This is an optimization exercise on Yosys and OpenROAD, whose aim is small area, not a production implementation.
In this exercise RTL edits were held to simulation tests only and were not proved equivalent to the original.
No activity file was given, so power comes from the tool's default toggle rates.

[run.sh]
#!/bin/bash
# synth_recipe.tcl (not shown) runs the flow's synth.tcl, then flattens the netlist and writes it again
# the make line also repeats each setting of config.mk as NAME=value (left out here)
make -C /OpenROAD-flow-scripts/flow DESIGN_CONFIG=/design/flow/config.mk WORK_HOME=/design/flow/orfs CLKGATE_MAP_FILE= SYNTH_SCRIPT=/design/flow/synth_recipe.tcl finish
[config.mk]
export PLATFORM = sky130hd
export DESIGN_NAME = SystolicArray
export DESIGN_NICKNAME = SystolicArray
export VERILOG_FILES = /design/flow/design.v
export SDC_FILE = /design/flow/constraint.sdc
export NUM_CORES = 4
export LEC_CHECK = 0
export CAP_MARGIN = 20
export CORE_MARGIN = 2
export CORE_UTILIZATION = 40
export PLACE_DENSITY = 0.6
export SETUP_SLACK_MARGIN = 0.2
export SLEW_MARGIN = 20
[constraint.sdc]
create_clock -name core_clock -period 6.0 [get_ports {clk}]
set_input_delay 1.2000 -clock core_clock [delete_from_list [all_inputs] [get_ports {clk}]]
set_output_delay 1.2000 -clock core_clock [all_outputs]
set_load 0.01 [all_outputs]
[design.v]
module HalfAdder 
  (
   A,
   B,
   sum,
   carry
   );
  input  A;
  input  B;
  output sum;
  output carry;
  assign sum   = A ^ B;   
  assign carry = A & B;   
endmodule  
module FullAdder (input a, b, c, output sum, cout);
  wire w1, w2, w3;
  HalfAdder HA1 (a, b, w2, w1);
  HalfAdder HA2 (w2, c, sum, w3);
  assign cout = w1 | w3; 
endmodule
module WallaceTreeMult(
	input clk,
	input rst,
    input [15:0] P1_in,
    input [13:0] P2_in,
    input [11:0] P3_in,
    input [9:0] P4_in,
    output reg [15:0] Out
);
    reg [15:0] P1, P1_double;
    reg [13:0] P2, P2_double;
    reg [11:0] P3, P3_double;
    reg [9:0] P4, P4_double;
    wire [15:0] sum;
    wire [16:0] carries;  
    wire [15:0] arg1, arg2;
   always @(posedge clk or negedge rst) begin
    	if(!rst) begin
    		P1 <= 0;
    		P2 <= 0;
    		P3 <= 0;
    		P4 <= 0;
    		Out <= 0;
    	end
    	else begin
    		P1 <= P1_in;
    		P2 <= P2_in;
    		P3 <= P3_in;
    		P4 <= P4_in;
    		Out <= sum;
    	end
    end
    reg HA1_sum_reg, HA1_carry_reg, HA1_sum_double_reg, HA1_carry_double_reg;
    wire HA1_sum, HA1_carry;
    reg HA_2_1_sum_reg, HA_2_1_carry_reg;
    wire HA_2_1_sum, HA_2_1_carry;
    wire [10:0] FA_sum;
    reg [10:0] FA_sum_reg;
    wire [10:0] FA_carry;
    reg [10:0] FA_carry_reg;
    wire FA1_sum, FA2_sum, FA3_sum, FA4_sum, FA5_sum, FA6_sum, FA7_sum, FA8_sum, FA9_sum, FA10_sum;
    wire FA1_carry, FA2_carry, FA3_carry, FA4_carry, FA5_carry, FA6_carry, FA7_carry, FA8_carry, FA9_carry, FA10_carry;
    wire FA11_sum, FA11_carry;
    wire [8:0] FA_2_sum;
    wire [8:0] FA_2_carry;
    wire FA_2_1_sum, FA_2_1_carry;
    wire FA_2_2_sum, FA_2_2_carry;
    wire FA_2_3_sum, FA_2_3_carry;
    wire FA_2_4_sum, FA_2_4_carry;
    wire FA_2_5_sum, FA_2_5_carry;
    wire FA_2_6_sum, FA_2_6_carry;
    wire FA_2_7_sum, FA_2_7_carry;
    wire FA_2_8_sum, FA_2_8_carry;
    wire FA_2_9_sum, FA_2_9_carry;
    HalfAdder HA1 (P1[4], P2[2], HA1_sum, HA1_carry);
    FullAdder FA1 (P1[5], P2[3], P3[1], FA_sum[0], FA_carry[0]);
    FullAdder FA2 (P1[6], P2[4], P3[2], FA_sum[1], FA_carry[1]);
    FullAdder FA3 (P1[7], P2[5], P3[3], FA_sum[2],FA_carry[2]);
    FullAdder FA4 (P1[8], P2[6], P3[4], FA_sum[3], FA_carry[3]);
    FullAdder FA5 (P1[9], P2[7], P3[5], FA_sum[4], FA_carry[4]);
    FullAdder FA6 (P1[10], P2[8], P3[6], FA_sum[5], FA_carry[5]);
    FullAdder FA7 (P1[11], P2[9], P3[7], FA_sum[6],FA_carry[6]);
    FullAdder FA8 (P1[12], P2[10], P3[8], FA_sum[7], FA_carry[7]);
    FullAdder FA9 (P1[13], P2[11], P3[9], FA_sum[8], FA_carry[8]);
    FullAdder FA10 (P1[14], P2[12], P3[10], FA_sum[9], FA_carry[9]);
    FullAdder FA11 (P1[15], P2[13], P3[11], FA_sum[10], FA_carry[10]);
	always @(posedge clk or negedge rst) begin
		if(!rst) begin
			FA_sum_reg <= 0;
			FA_carry_reg <= 0;
			HA1_sum_reg <= 0;
			HA1_carry_reg <= 0;
			P1_double <= 0;
			P2_double <= 0;
			P3_double <= 0;
			P4_double <= 0;
		end
		else begin
			P1_double <= P1;
			P2_double <= P2;
			P3_double <= P3;
			P4_double <= P4;
			FA_sum_reg <= FA_sum;
			FA_carry_reg <= FA_carry;
			HA1_sum_reg <= HA1_sum;
			HA1_carry_reg <= HA1_carry;
		end
	end
    HalfAdder HA_2_1  (FA_sum_reg[1],  FA_carry_reg[0],  HA_2_1_sum, HA_2_1_carry);
    FullAdder FA_2_1  (FA_sum_reg[2],  FA_carry_reg[1],  P4_double[1], FA_2_sum[0],  FA_2_carry[0]);
    FullAdder FA_2_2  (FA_sum_reg[3],  FA_carry_reg[2],  P4_double[2], FA_2_sum[1],  FA_2_carry[1]);
    FullAdder FA_2_3  (FA_sum_reg[4],  FA_carry_reg[3],  P4_double[3], FA_2_sum[2],  FA_2_carry[2]);
    FullAdder FA_2_4  (FA_sum_reg[5],  FA_carry_reg[4],  P4_double[4], FA_2_sum[3],  FA_2_carry[3]);
    FullAdder FA_2_5  (FA_sum_reg[6],  FA_carry_reg[5],  P4_double[5], FA_2_sum[4],  FA_2_carry[4]);
    FullAdder FA_2_6  (FA_sum_reg[7],  FA_carry_reg[6],  P4_double[6], FA_2_sum[5],  FA_2_carry[5]);
    FullAdder FA_2_7  (FA_sum_reg[8],  FA_carry_reg[7],  P4_double[7], FA_2_sum[6],  FA_2_carry[6]);
    FullAdder FA_2_8  (FA_sum_reg[9],  FA_carry_reg[8],  P4_double[8], FA_2_sum[7],  FA_2_carry[7]);
    FullAdder FA_2_9  (FA_sum_reg[10], FA_carry_reg[9],  P4_double[9], FA_2_sum[8],  FA_2_carry[8]);
    assign arg1 = {FA_2_sum[8:0], HA_2_1_sum, FA_sum_reg[0], HA1_sum_reg, P1_double[3:0]};
    assign arg2 = {FA_2_carry[7:0], HA_2_1_carry, P4_double[0], HA1_carry_reg, P3_double[0], P2_double[1:0], 2'b0};
    assign carries[0] = 1'b0;
    genvar i;
    generate
      for (i = 0; i < 16; i = i + 1) begin: cpa_loop
        assign sum[i] = arg1[i] ^ arg2[i] ^ carries[i];
        assign carries[i+1] = (arg1[i] & arg2[i]) | (arg1[i] & carries[i]) | (arg2[i] & carries[i]);
      end
    endgenerate
endmodule
module radix4_booth_multiplier #(parameter N = 8) (
    input  signed [N-1:0] a,   
    input  signed [N-1:0] b,   
    input clk, 
    input rst,
    output reg signed [2*N-1:0] Prod  
);
    localparam NUM_PARTIALS = (N + 2) / 2;  
    reg signed [N-1:0] a_reg, b_reg;
    reg signed [2*N:0] partial_products [NUM_PARTIALS-1:0];  
    wire signed [2*N+1:0] accum;  
    wire [N+3:0] Q;
    wire signed [N:0] neg_A;
    wire signed [N:0] x2_A;
    wire signed [N+1:0] x2_neg_A;
    wire signed [N+1:0] x3_A;
    wire signed [N+1:0] x3_neg_A;
    wire signed [N+1:0] x4_A;
    wire signed [N+1:0] x4_neg_A;
    wire signed [N-1:0] A,B;
    wire signed [2*N-1:0] Product;
    integer i;
	always @(*) begin
		for (i = 0; i < NUM_PARTIALS; i = i + 1) begin : booth_encoding
			if (!rst) begin
				partial_products[i] = 0;
			end else begin
				case ({Q[2*i+2], Q[2*i+1], Q[2*i]})
					3'b000, 3'b111: partial_products[i] = 0;
					3'b001, 3'b010: partial_products[i] = {{(2*N+1-N){A[N-1]}}, A};        
					3'b011        : partial_products[i] = {{(2*N+1-(N+1)){x2_A[N]}}, x2_A};   
					3'b100        : partial_products[i] = {{(2*N+1-(N+2)){x2_neg_A[N+1]}}, x2_neg_A};    
					3'b101, 3'b110: partial_products[i] = {{(2*N+1-(N+1)){neg_A[N]}}, neg_A};  
					default:        partial_products[i] = 0;
				endcase
			end
		end
	end
	always @(posedge clk or negedge rst) begin
		if(!rst) begin
			Prod <= 0;
			a_reg <= 0;
			b_reg <= 0;
		end
		else begin
			Prod <= Product;
			a_reg <= a;
			b_reg <= b;
		end
	end
	 WallaceTreeMult mult(
	 	.clk(clk),
	 	.rst(rst),
		.P1_in(partial_products[0][15:0]),
		.P2_in(partial_products[1][13:0]),
		.P3_in(partial_products[2][11:0]),
		.P4_in(partial_products[3][9:0]),
		.Out(Product)
    );
    assign Q = {{3{B[N-1]}},B[N-1:0],1'b0};
    assign A = a_reg;
    assign B = b_reg;
    assign neg_A = ~{A[N-1], A} + 1'b1;  
    assign x2_A = {A[N-1], A} << 1;   
    assign x3_A = ({{2{A[N-1]}}, A} << 1) + {{2{A[N-1]}}, A};  
    assign x4_A = {{2{A[N-1]}}, A} << 2;   
    assign x2_neg_A = (~{{2{A[N-1]}}, A} + 1'b1) << 1;   
    assign x3_neg_A = x2_neg_A + {neg_A[N], neg_A}; 
    assign x4_neg_A = (~{{2{A[N-1]}}, A} + 1'b1) << 2;   
endmodule
module PE #(parameter DATA_WIDTH = 8)(
    input [DATA_WIDTH-1:0] a, b, 
    input clk, rst,
    output reg [DATA_WIDTH-1:0] c, d,
    output reg [2*DATA_WIDTH-1:0] C_out
);
	wire [2*DATA_WIDTH-1:0] multi;
	always @(posedge clk or negedge rst) begin
		if(!rst) begin
			C_out <= 0;
			c <= 0;
			d <= 0;
		end
		else begin
			C_out <= C_out + multi;
			c <= a;
			d <= b;
		end
	end
	radix4_booth_multiplier #(.N(DATA_WIDTH)) mul(
		.a(a),
		.b(b),
		.clk(clk),
		.rst(rst),
		.Prod(multi)
	);
endmodule
module SystolicArray #(parameter SIZE = 4, parameter DATA_WIDTH = 8)(
    input [SIZE*DATA_WIDTH-1:0] A,
    input [SIZE*DATA_WIDTH-1:0] B,
    input clk,
    input rst,
    output reg done,
    output reg [SIZE*SIZE*2*DATA_WIDTH-1:0] C
);
wire [(SIZE*SIZE)*DATA_WIDTH-1:0] c;
wire [(SIZE*SIZE)*DATA_WIDTH-1:0] d;
wire [(SIZE*SIZE)*2*DATA_WIDTH-1:0] C_out;
reg [31:0] count;   
reg [SIZE*DATA_WIDTH -1:0] A_reg, B_reg;
genvar i,j;
generate
	for(i = 0;i <SIZE;i = i+1) begin
		for(j = 0; j< SIZE; j = j+1) begin
			if(i == 0 && j == 0) begin
				PE #(
				.DATA_WIDTH(DATA_WIDTH)
				) p(
				.a(A_reg[0 +: DATA_WIDTH]),
				.b(B_reg[0 +: DATA_WIDTH]),
				.c(c[0 +: DATA_WIDTH]),
				.d(d[0 +: DATA_WIDTH]),
				.clk(clk),
				.rst(rst),
				.C_out(C_out[0 +: (2*DATA_WIDTH)])
				);
			end
			else if(i == 0) begin
				PE #(
				.DATA_WIDTH(DATA_WIDTH)
				) p(
				.a(c[(i*SIZE+(j-1))*DATA_WIDTH +: DATA_WIDTH]),
				.b(B_reg[j*DATA_WIDTH +: DATA_WIDTH]),
				.c(c[(i*SIZE+j)*DATA_WIDTH +: DATA_WIDTH]),
				.d(d[(i*SIZE+j)*DATA_WIDTH +: DATA_WIDTH]),
				.clk(clk),
				.rst(rst),
				.C_out(C_out[(i*SIZE+j)*2*DATA_WIDTH +: (2*DATA_WIDTH)])
				);
			end
			else if(j == 0) begin
				PE #(
				.DATA_WIDTH(DATA_WIDTH)
				) p(
				.a(A_reg[i*DATA_WIDTH +: DATA_WIDTH]),
				.b(d[((i-1)*SIZE+j)*DATA_WIDTH +: DATA_WIDTH]),
				.c(c[(i*SIZE+j)*DATA_WIDTH +: DATA_WIDTH]),
				.d(d[(i*SIZE+j)*DATA_WIDTH +: DATA_WIDTH]),
				.clk(clk),
				.rst(rst),
				.C_out(C_out[(i*SIZE+j)*2*DATA_WIDTH +: (2*DATA_WIDTH)])
				);
			end
			else begin
				PE #(
				.DATA_WIDTH(DATA_WIDTH)
				) p(
				.a(c[(i*SIZE+(j-1))*DATA_WIDTH +: DATA_WIDTH]),
				.b(d[((i-1)*SIZE+j)*DATA_WIDTH +: DATA_WIDTH]),
				.c(c[(i*SIZE+j)*DATA_WIDTH +: DATA_WIDTH]),
				.d(d[(i*SIZE+j)*DATA_WIDTH +: DATA_WIDTH]),
				.clk(clk),
				.rst(rst),
				.C_out(C_out[(i*SIZE+j)*2*DATA_WIDTH +: (2*DATA_WIDTH)])
				);
			end
		end
	end
endgenerate
always @(posedge clk or negedge rst) begin
	if(!rst) begin
		C <= 0;
		A_reg <= 0;
		B_reg <= 0;
	end
	else begin
		A_reg <= A;
		B_reg <= B;
		C <= C_out;
	end
end
always @(posedge clk or negedge rst) begin
    if (!rst) begin
        done <= 0;
        count <= 0;
    end else begin
        if (count == (2*SIZE+1)) begin
            done <= 1;
        end else begin
            done <= 0;
            count <= count + 1;
        end
    end
end
endmodule
==> reports/metrics.yaml <==
outcome: "complete, no violations"
ys_ff_latch: 2609
wl_um: 278000
grt_setup_unrepaired: "yes"
nFillCells: 25100
slew_violations: 0
p_leak_uw: 0.0593
grt_pass1_wl_um: 442000
ys_seq_area_frac: 0.575
relSlewSlack: 0.250
drive_above_1_share: 0.0723
ys_types: 87
worstPathRequired_ns: 6.75
cts_buffer_depth: 4
avgRoutedWirePerCell_um: 20.4
num_vias: 73500
tns_ns: 0
grt_overflow: 0
arrival_ns: 6.37
grt_antenna_before_repair: 9
root_buffer: "clkbuf_16"
cts_tree: "yes"
fin_ws_ns: 0.383
core_area_mm2: 0.282
synthCells: 9524
die-area_mm2: 0.288
synth_top_area_cell: "dfrtp_1"
syn_area_mm2: 0.114
skew_ns: 0.0638
numCtsBuffers: 285
r2r_slack_ns: 0.38
min_period_over_period: 0.936
setup_viol: 0
cts.clk_slew.worst_paths_ns: 0.06
crit_path_cell_trace: "ha_1 -> fa_1 -> fa_1 -> fa_1 -> inv_1 -> fa_2 -> fa_1 -> inv_1 -> fa_2 -> fa_2 -> fa_2 -> fa_2 -> fa_2 -> fa_1 -> fa_1 -> xor2_1 -> xnor2_1"
p_sw_frac: 0.313
hold_viol_final: 0
final_area_mm2: 0.130
syn_area_per_cell_um2: 11.9
layout.nets: 10600
power_density_mw_per_mm2: 443
dp_hpwl_um: 193000
io_pins: 323
dr.first_iter.drc_count: 7131
drc: 0
globalRouteTotalUtil: 0.194
max-vdd-ir-drop_uv: 332
detail-route-antenna-nets: 0
yosys_most_used_dff: "dfrtp_1"
path_class: "flip-flop to flip-flop"
p_int_uw: 39700
critPathMaxFanout: 1
synth_edf_count: 0
cts.sinks: 2609
synth_top_cell_area_share: 0.575
largest_reg_flops: 256
p_comb_frac: 0.266
area_growth_pct: 14.8
cts.htree.levels: 5
tightest_slew_ns: 1.13
slowest_stage: "fa_1"
clkLatencyLatePin_ns: 0.90
power_frac_seq: 0.420
holdWs_ns: 0.222
start_util: 0.403
layout_min_cycle_time_ns: 5.62
post-place-ws_ns: 0.0126
grt_max_degree: 181
die_h_um: 537
clkPwrFrac: 0.314
via_per_inst: 5.38
port_buffers: 322
row_count: 195
regMostFlops: "C"
switchingPower_uw: 18100
dpl-instance-area_mm2: 0.120
synth_nets: 10400
async_flop_share: 1.00
first_pass_iters: 6
yosysWarnings: 6
total_power_uw: 57700
grt_pass1_vias: 75800
cpPeakStageDelay_ns: 0.45
die_w_um: 537
synth.area.top_cells: "dfrtp_1 (57%), fa_1 (8.5%), ha_1 (3.5%)"
cap_viol_max_count: 0
worst_setup_path_start_kind: "flip-flop"
hp-class: "input pin to asynchronous set/reset pin"
gp_congestion: 0.902
fmax_mhz: 178
endpoint_kind: "flip-flop"
==> through the flow <==
stage,cells,util
final,13700,0.462
after global routing,13700,0.462
after CTS,13700,0.462
after detailed placement,13200,0.426
after global placement,13200,0.426
after floorplan,9524,-
==> synthesized netlist by cell type (52+ instances only) <==
master       n
a211oi_1   137
a21o_1      90
a21oi_1    615
a221oi_1   148
a22oi_1    124
a31oi_1    120
and3_1     106
clkbuf_1   438
dfrtp_1   2609
fa_1       480
ha_1       322
inv_1      376
mux2i_1     93
nand2_1    638
nand2b_1    95
nand3_1    135
nor2_1     741
nor2b_1     93
nor3_1     157
o21ai_0    535
o22ai_1     82
or3_1       52
xnor2_1    378
xor2_1     225
==> final timing paths <==
path                            from                                                          to  cells past startpoint
max in group asynchronous        rst                                  asynchronous set/reset pin                      3
min in group core_clock    flip-flop                                                   flip-flop                      0
hold / removal                   rst                                  asynchronous set/reset pin                      1
setup / recovery           flip-flop  genblk1[0].genblk1[0].genblk1.p.mul.mult.Out[15]$_DFF_PN0_                     17
hold reg to reg            flip-flop                                                   flip-flop                      0
setup reg to reg           flip-flop  genblk1[0].genblk1[0].genblk1.p.mul.mult.Out[15]$_DFF_PN0_                     17
==> timing repair <==
| item | 4_1_cts | 5_1_grt |
|---|---|---|
| resized for setup | 32 | 44 |
| hold buffers | 0 | 0 |
| pin swaps | 3 | 12 |
| buffers inserted | 0 | 0 |
| hold endpoints to repair | 0 | 0 |
| setup endpoints to repair | 13 | 13 |
==> cell families after synthesis <==
family	Yosys count	share of synthesized area
DFF	2609	0.575
xor gates and xnor gates	603	0.0465
adders and majority gates	802	0.120
AOI/OAI and AO/OA	2235	0.125
muxes	124	0.0113
and+or+nand+nor	2244	0.0919
buffers and inverters	907	0.0308
==> cells in the final DEF, fill, tap and decap left out, types with 135 or more instances in the layout <==
master / n
dfrtp_1: 2609
xnor2_1: 378
clkbuf_16: 285
clkdlybuf4s50_1: 321
inv_1: 375
nand3_1: 135
a211oi_1: 137
a21oi_1: 615
o21ai_0: 535
fa_1: 405
ha_1: 322
xor2_1: 225
a221oi_1: 148
nor2_1: 741
nand2_1: 638
nor3_1: 157
==> worst max-delay path: cells and delay by family, from the launching register on <==
family                     cells  cell delay [ns]
xor gates and xnor gates       2             0.30
adders and majority gates     13             4.68
buffers and inverters          2             0.14
DFF                            1             0.36
==> final cells by class <==
| cell class | count | area, µm² | share of cell area |
|---|---|---|---|
| multi-input cells | 6008 | 45000 | 0.345 |
| repair buffers | 403 | 4050 | 0.0310 |
| flip-flops and latches | 2609 | 65300 | 0.500 |
| inverters | 389 | 1470 | 0.0112 |
| well taps | 3743 | 4680 | 0.0359 |
| diodes | 7 | 17.5 | 0.000134 |
| clock buffers | 382 | 8040 | 0.0616 |
| clock inverters | 127 | 1920 | 0.0147 |
==> metal layers <==
metal | vias to the layer above | part of all wire | GRT usage | wire length, µm
li1 | 33200 | - | - | -
met1 | 37400 | 0.43 | 0.269 | 121000
met2 | 2472 | 0.48 | 0.313 | 133000
met3 | 511 | 0.055 | 0.0277 | 15300
met4 | 2 | 0.034 | 0.0656 | 9520
met5 | - | 0.000047 | 0 | 13
==> power groups by stage <==
stage	Combinational [µW]	Clock, µW	Sequential (µW)
global placement	14700	0	24600
floorplan	10200	0	23600
detailed placement	15300	0	24600
finish	15400	18100	24200
CTS	15400	18700	24400
global route	17300	19500	24700

==> what the ideal ports hide <==
The results above use ideal ports. As a check the final layout listed here was re-extracted and re-timed, cells and wires unchanged.
Step 1: set_driving_cell puts a clkbuf_16 on clk and a buf_2 on each other input, an assumption about the parent block.
Step 2 also shifts input and output timing later by t, the mid clock arrival at the registers, as if the neighbouring blocks saw the same clock.
a / b / c = ideal ports / drivers / drivers and shift; a / b = the first two.
t (ns): 0.969
setup slack, ns: 0.383 / 0.383 / 0.383
latest minus earliest clock arrival (ns): 0.068 / 0.068
worst register clock-pin slew, ns: 0.07 / 0.07
After both steps setup and hold are still met in this run. For this run, drivers alone change the setup slack by 0.000 ns; drivers and shift together by 0.000 ns.
